This design comes from an exercise in tuning for small area and a short achievable clock period on the open sky130 flow, not from production work.
In this exercise RTL edits were held to simulation tests only and were not proved equivalent to the original.

==> build 12: inputs <==
Design FP_ALU_SYN, start of the top module:
module FP_ALU_SYN (
    output reg [31:0] out,
    output reg under_overflow,
    output zero,
    input  [31:0] para1,
    input  [31:0] para2,
    input  [1:0]  ALU_op,
    input  clk
);
wire [31:0] p2_eff = {para2[31] ^ (ALU_op == 2'b01), para2[30:0]};
wire        keep   = para1[30:0] >= para2[30:0];
wire [7:0]  d12    = para1[30:23] - para2[30:23];
wire [7:0]  d21    = para2[30:23] - para1[30:23];
wire [7:0]  d      = keep ? d12 : d21;
reg [31:0] op1_ff, op2_ff;
reg [1:0]  ALU_op_ff;
reg [4:0]  d_ff;
reg        big_ff;
always @(posedge clk) begin
    op1_ff    <= keep ? para1  : p2_eff;
    op2_ff    <= keep ? p2_eff : para1;
    ALU_op_ff <= ALU_op;
    d_ff      <= d[4:0];
    big_ff    <= d > 8'd24;
end
wire [31:0] add_result, multi_result;
wire        add_under_overflow, multi_under_overflow;
AddOp   add   (.out(add_result),   .under_overflow(add_under_overflow),
               .op1(op1_ff), .op2(op2_ff), .d(d_ff), .big(big_ff));
MultiOp multi (.out(multi_result), .under_overflow(multi_under_overflow),
               .para1(op1_ff), .para2(op2_ff));
reg [31:0] out_d;
reg        uo_d;
always @(*) begin
    case (ALU_op_ff)
        2'b00, 2'b01: begin out_d = add_result;   uo_d = add_under_overflow;   end
        2'b10:        begin out_d = multi_result; uo_d = multi_under_overflow; end
        default:      begin out_d = 32'd0;        uo_d = 1'b0;                 end
    endcase
end
always @(posedge clk) begin
    out            <= out_d;
    under_overflow <= uo_d;
end
assign zero = ~|out;
endmodule
==> module NormalizedDecoder, before the edit <==
module NormalizedDecoder (
    output [22:0] result,
    output [4:0]  shift_times,
    input  [23:0] in
);
wire        z16 = ~|in[23:8];
wire [23:0] s16 = z16 ? {in[7:0], 16'd0} : in;
wire        z8  = ~|s16[23:16];
wire [23:0] s8  = z8 ? {s16[15:0], 8'd0} : s16;
wire        z4  = ~|s8[23:20];
wire [23:0] s4  = z4 ? {s8[19:0], 4'd0} : s8;
wire        z2  = ~|s4[23:22];
wire [23:0] s2  = z2 ? {s4[21:0], 2'd0} : s4;
wire        z1  = ~s2[23];
wire [23:0] s1  = z1 ? {s2[22:0], 1'b0} : s2;
wire in_zero = z16 & ~|in[7:0];
wire defect  = (in[23:11] == 13'b0000000000011) |
               (in[23:10] == 14'b00000000000011);
wire [22:0] neg = -in[22:0];
assign result      = defect ? neg : s1[22:0];
assign shift_times = defect ? 5'd0 : in_zero ? 5'd24 : {z16, z8, z4, z2, z1};
endmodule
==> module AddOp, before the edit <==
module AddOp (
    output reg [31:0] out,
    output reg under_overflow,
    input  [31:0] op1,
    input  [31:0] op2,
    input  [4:0]  d,
    input         big
);
wire        sub = op1[31] ^ op2[31];
wire [7:0]  E1  = op1[30:23];
wire [23:0] S1  = {1'b1, op1[22:0]};
wire [23:0] S2  = {1'b1, op2[22:0]};
wire is_result_zero = sub && (op1[30:0] == op2[30:0]);
wire add_with_zero  = ~|op2[30:0];
wire [24:0] aligned = {S2, 1'b0} >> d;
wire [23:0] U = big ? 24'd0 : aligned[24:1];
wire        r = ~big & aligned[0];
wire        sub_big = sub & big;
wire [23:0] xa = S1 ^ {24{sub_big}};
wire [23:0] ya = U  ^ {24{sub & ~big}};
wire [24:0] sum;
BigALU alu (.out(sum), .op1(xa), .op2(ya), .cin(r ^ sub));
wire [22:0] norm_frac;
wire [4:0]  shift;
NormalizedDecoder nd (.result(norm_frac), .shift_times(shift), .in(sum[23:0]));
wire [8:0] e_sub = {1'b0, E1} - {4'd0, shift};
wire       sub_uf = e_sub[8] | (e_sub[7:0] == 8'd0);    
wire       add_of = (E1 == 8'd254);
always @(*) begin
    out = {op1[31], 31'd0};
    under_overflow = 1'b0;
    if (is_result_zero) begin
        out = 32'd0;
    end
    else if (add_with_zero) begin
        out = op1 | op2;
    end
    else if (!sub && sum[24]) begin
        under_overflow = add_of;
        out[30:23] = E1 + 8'd1;
        out[22:0]  = add_of ? 23'd0 : sum[23:1] + sum[0];
    end
    else if (!sub) begin
        out[30:0] = {E1, sum[22:0]};
    end
    else begin
        under_overflow = sub_uf;
        out[30:0] = sub_uf ? {8'hff, 23'd0} : {e_sub[7:0], norm_frac};
    end
end
endmodule
==> module FP_ALU_SYN, before the edit <==
module FP_ALU_SYN (
    output reg [31:0] out,
    output reg under_overflow,
    output zero,
    input  [31:0] para1,
    input  [31:0] para2,
    input  [1:0]  ALU_op,
    input  clk
);
wire [31:0] p2_eff = {para2[31] ^ (ALU_op == 2'b01), para2[30:0]};
wire        keep   = para1[30:0] >= para2[30:0];
wire [7:0]  d12    = para1[30:23] - para2[30:23];
wire [7:0]  d21    = para2[30:23] - para1[30:23];
wire [7:0]  d      = keep ? d12 : d21;
reg [31:0] op1_ff, op2_ff;
reg [1:0]  ALU_op_ff;
reg [4:0]  d_ff;
reg        big_ff;
always @(posedge clk) begin
    op1_ff    <= keep ? para1  : p2_eff;
    op2_ff    <= keep ? p2_eff : para1;
    ALU_op_ff <= ALU_op;
    d_ff      <= d[4:0];
    big_ff    <= d > 8'd24;
end
wire [31:0] add_result, multi_result;
wire        add_under_overflow, multi_under_overflow;
AddOp   add   (.out(add_result),   .under_overflow(add_under_overflow),
               .op1(op1_ff), .op2(op2_ff), .d(d_ff), .big(big_ff));
MultiOp multi (.out(multi_result), .under_overflow(multi_under_overflow),
               .para1(op1_ff), .para2(op2_ff));
reg [31:0] out_d;
reg        uo_d;
always @(*) begin
    case (ALU_op_ff)
        2'b00, 2'b01: begin out_d = add_result;   uo_d = add_under_overflow;   end
        2'b10:        begin out_d = multi_result; uo_d = multi_under_overflow; end
        default:      begin out_d = 32'd0;        uo_d = 1'b0;                 end
    endcase
end
always @(posedge clk) begin
    out            <= out_d;
    under_overflow <= uo_d;
end
assign zero = ~|out;
endmodule
Settings: LEC_CHECK=0, CAP_MARGIN=20, CORE_MARGIN=2, CORE_UTILIZATION=40, SLEW_MARGIN=20, SYNTH_HIERARCHICAL=1; clock period 16.0 ns.
run.sh (not shown) runs the stock make flow with config.mk's settings and CLKGATE_MAP_FILE= SYNTH_SCRIPT=/design/flow/synth_recipe.tcl, a recipe that flattens the netlist after the stock synthesis.
==> inputs of trial 25, as changes to build 12 <==
--- a/flow/design.v
+++ b/flow/design.v
@@ -12,20 +12,36 @@
     input  [23:0] in
 );
-wire        z16 = ~|in[23:8];
-wire [23:0] s16 = z16 ? {in[7:0], 16'd0} : in;
-wire        z8  = ~|s16[23:16];
-wire [23:0] s8  = z8 ? {s16[15:0], 8'd0} : s16;
-wire        z4  = ~|s8[23:20];
-wire [23:0] s4  = z4 ? {s8[19:0], 4'd0} : s8;
-wire        z2  = ~|s4[23:22];
-wire [23:0] s2  = z2 ? {s4[21:0], 2'd0} : s4;
-wire        z1  = ~s2[23];
-wire [23:0] s1  = z1 ? {s2[22:0], 1'b0} : s2;
-wire in_zero = z16 & ~|in[7:0];
-wire defect  = (in[23:11] == 13'b0000000000011) |
-               (in[23:10] == 14'b00000000000011);
-wire [22:0] neg = -in[22:0];
-assign result      = defect ? neg : s1[22:0];
-assign shift_times = defect ? 5'd0 : in_zero ? 5'd24 : {z16, z8, z4, z2, z1};
+wire [31:0] x = {in, 8'hff};
+wire [7:0]  v4;
+wire [15:0] c4;
+genvar k;
+generate for (k = 0; k < 8; k = k + 1) begin : nib
+    wire [3:0] n = x[4*k+3:4*k];
+    assign v4[k] = |n;
+    assign c4[2*k+1:2*k] = n[3] ? 2'd0 : n[2] ? 2'd1 : n[1] ? 2'd2 : 2'd3;
+end endgenerate
+wire [3:0]  v8;
+wire [11:0] c8;
+generate for (k = 0; k < 4; k = k + 1) begin : byt
+    assign v8[k] = v4[2*k+1] | v4[2*k];
+    assign c8[3*k+2:3*k] = v4[2*k+1] ? {1'b0, c4[4*k+3:4*k+2]} : {1'b1, c4[4*k+1:4*k]};
+end endgenerate
+wire [1:0] v16;
+wire [7:0] c16;
+generate for (k = 0; k < 2; k = k + 1) begin : hlf
+    assign v16[k] = v8[2*k+1] | v8[2*k];
+    assign c16[4*k+3:4*k] = v8[2*k+1] ? {1'b0, c8[6*k+5:6*k+3]} : {1'b1, c8[6*k+2:6*k]};
+end endgenerate
+wire [4:0] lz = v16[1] ? {1'b0, c16[7:4]} : {1'b1, c16[3:0]};
+wire [23:0] s16 = lz[4] ? {in[7:0], 16'd0} : in;
+wire [23:0] s8  = lz[3] ? {s16[15:0], 8'd0} : s16;
+wire [23:0] s4  = lz[2] ? {s8[19:0], 4'd0} : s8;
+wire [23:0] s2  = lz[1] ? {s4[21:0], 2'd0} : s4;
+wire [23:0] s1  = lz[0] ? {s2[22:0], 1'b0} : s2;
+wire defect = (in[23:11] == 13'b0000000000011) |
+              (in[23:10] == 14'b00000000000011);
+wire [12:0] neg = -in[12:0];
+assign result      = defect ? {10'h3ff, neg} : s1[22:0];
+assign shift_times = defect ? 5'd0 : lz;
 endmodule
 module AddOp (
@@ -35,5 +51,7 @@
     input  [31:0] op2,
     input  [4:0]  d,
-    input         big
+    input         big,
+    input         dz,
+    input         d1
 );
 wire        sub = op1[31] ^ op2[31];
@@ -43,38 +61,64 @@
 wire is_result_zero = sub && (op1[30:0] == op2[30:0]);
 wire add_with_zero  = ~|op2[30:0];
+wire near = sub & (dz | d1 | big);
 wire [24:0] aligned = {S2, 1'b0} >> d;
 wire [23:0] U = big ? 24'd0 : aligned[24:1];
 wire        r = ~big & aligned[0];
-wire        sub_big = sub & big;
-wire [23:0] xa = S1 ^ {24{sub_big}};
-wire [23:0] ya = U  ^ {24{sub & ~big}};
-wire [24:0] sum;
-BigALU alu (.out(sum), .op1(xa), .op2(ya), .cin(r ^ sub));
+wire [24:0] R;
+BigALU far_alu (.out(R), .op1(S1), .op2(U ^ {24{sub}}), .cin(r ^ sub));
+wire [22:0] R_inc = R[23:1] + R[0];
+wire        add_of = (E1 == 8'd254);
+wire [7:0]  E1p1 = E1 + 8'd1;
+wire [7:0]  E1m1 = E1 - 8'd1;
+reg [31:0] far_out;
+reg        far_uo;
+always @(*) begin
+    far_out = {op1[31], 31'd0};
+    far_uo  = 1'b0;
+    if (!sub) begin
+        if (R[24]) begin
+            far_uo = add_of;
+            far_out[30:0] = {E1p1, add_of ? 23'd0 : R_inc};
+        end
+        else
+            far_out[30:0] = {E1, R[22:0]};
+    end
+    else if (R[23]) begin
+        far_uo = (E1 == 8'd0);
+        far_out[30:0] = far_uo ? {8'hff, 23'd0} : {E1, R[22:0]};
+    end
+    else begin
+        far_uo = (E1[7:1] == 7'd0);
+        far_out[30:0] = far_uo ? {8'hff, 23'd0} : {E1m1, R[21:0], 1'b0};
+    end
+end
+wire [23:0] nA  = big ? 24'd0 : S1;
+wire [23:0] nB  = big ? S1 : (dz ? S2 : {1'b0, S2[23:1]});
+wire        nci = big | dz | ~S2[0];
+wire [24:0] Dsum;
+BigALU near_alu (.out(Dsum), .op1(nA), .op2(~nB), .cin(nci));
 wire [22:0] norm_frac;
 wire [4:0]  shift;
-NormalizedDecoder nd (.result(norm_frac), .shift_times(shift), .in(sum[23:0]));
+NormalizedDecoder nd (.result(norm_frac), .shift_times(shift), .in(Dsum[23:0]));
 wire [8:0] e_sub = {1'b0, E1} - {4'd0, shift};
-wire       sub_uf = e_sub[8] | (e_sub[7:0] == 8'd0);    
-wire       add_of = (E1 == 8'd254);
+wire       near_uo = e_sub[8] | (e_sub[7:0] == 8'd0);    
+wire [31:0] near_out = near_uo ? {op1[31], 8'hff, 23'd0}
+                               : {op1[31], e_sub[7:0], norm_frac};
 always @(*) begin
-    out = {op1[31], 31'd0};
-    under_overflow = 1'b0;
     if (is_result_zero) begin
         out = 32'd0;
+        under_overflow = 1'b0;
     end
     else if (add_with_zero) begin
         out = op1 | op2;
+        under_overflow = 1'b0;
     end
-    else if (!sub && sum[24]) begin
-        under_overflow = add_of;
-        out[30:23] = E1 + 8'd1;
-        out[22:0]  = add_of ? 23'd0 : sum[23:1] + sum[0];
-    end
-    else if (!sub) begin
-        out[30:0] = {E1, sum[22:0]};
+    else if (near) begin
+        out = near_out;
+        under_overflow = near_uo;
     end
     else begin
-        under_overflow = sub_uf;
-        out[30:0] = sub_uf ? {8'hff, 23'd0} : {e_sub[7:0], norm_frac};
+        out = far_out;
+        under_overflow = far_uo;
     end
 end
@@ -1343,5 +1387,5 @@
 reg [1:0]  ALU_op_ff;
 reg [4:0]  d_ff;
-reg        big_ff;
+reg        big_ff, dz_ff, d1_ff;
 always @(posedge clk) begin
     op1_ff    <= keep ? para1  : p2_eff;
@@ -1350,9 +1394,12 @@
     d_ff      <= d[4:0];
     big_ff    <= d > 8'd24;
+    dz_ff     <= d == 8'd0;
+    d1_ff     <= d == 8'd1;
 end
 wire [31:0] add_result, multi_result;
 wire        add_under_overflow, multi_under_overflow;
 AddOp   add   (.out(add_result),   .under_overflow(add_under_overflow),
-               .op1(op1_ff), .op2(op2_ff), .d(d_ff), .big(big_ff));
+               .op1(op1_ff), .op2(op2_ff), .d(d_ff), .big(big_ff),
+               .dz(dz_ff), .d1(d1_ff));
 MultiOp multi (.out(multi_result), .under_overflow(multi_under_overflow),
                .para1(op1_ff), .para2(op2_ff));
==> qor summary <==
Total clock sinks: build 12 105; trial 25 107
Vertical die dimension: build 12 267 um; trial 25 280 um
Final period utilization: build 12 0.659; trial 25 0.587
Sum of routed wire segments on met1: build 12 44400 um; trial 25 47700 um
Startpoint of the worst register-to-register path: build 12 d_ff[2]; trial 25 op2_ff[9]
Max Freq: build 12 94.8 MHz; trial 25 106 MHz
Area of the multi-input gates: build 12 0.0243 mm2; trial 25 0.0267 mm2
Via count of the first global-routing pass: build 12 24700; trial 25 27200
Fraction of layout cells with a size suffix above 1: build 12 0.173; trial 25 0.168
DP Cell Count: build 12 4095; trial 25 4461
Fillers: build 12 6928; trial 25 7534
Cell with the biggest individual delay on the critical path: build 12 sky130_fd_sc_hd__or4_1; trial 25 sky130_fd_sc_hd__o211ai_4
Status: build 12 no timing/DRC/antenna violations; trial 25 no timing/DRC/antenna violations
Well Taps: build 12 931; trial 25 978
Clock edge transition at the registers on the reported setup and hold paths: build 12 0.08 ns; trial 25 0.10 ns
Grt met2 use: build 12 0.444; trial 25 0.415
Number of stages on the worst setup path: build 12 31; trial 25 29
Global router's overall resource usage: build 12 0.284; trial 25 0.269
Multi-input gates: build 12 2633; trial 25 2952
Flop-to-flop setup slack: build 12 5.45 ns; trial 25 6.61 ns
Placement Cell Area: build 12 0.0302 mm2; trial 25 0.0326 mm2
Mean area per synthesized cell: build 12 9.00 um2; trial 25 8.85 um2
Layout Area Growth over Synthesis: build 12 9.94%; trial 25 8.41%
Final cell count without fillers: build 12 4112; trial 25 4477

-- what the ideal ports hide --
In the flow no input, the clock included, has a driving cell. The finished layouts below were timed again as built, in two steps.
Step 1 assumes that a clkbuf_16 drives the clock port and a buf_2 every other input.
Step 2 adds t to the input delays and takes it off the output delays; t is the mean of the earliest and latest rising clock arrival at the registers after step 1. Input paths then give back, and output paths get back, about the clock's delay inside the block.
Slacks: no drivers / after step 1 / after step 2; pairs: no drivers / after step 1.
| run | shift t [ns] | slack for setup (ns) | latest minus earliest clock arrival (ns) | worst register clock-pin slew, ns | worst data-port slew with drivers (ns) |
|---|---|---|---|---|---|
| build 12 | 0.418 | 5.449 / 5.449 / 5.449 | 0.016 / 0.016 | 0.08 / 0.08 | 0.07 |
| trial 25 | 0.422 | 6.609 / 6.609 / 6.609 | 0.024 / 0.025 | 0.10 / 0.10 | 0.09 |
After both steps setup and hold are still met in every run listed.
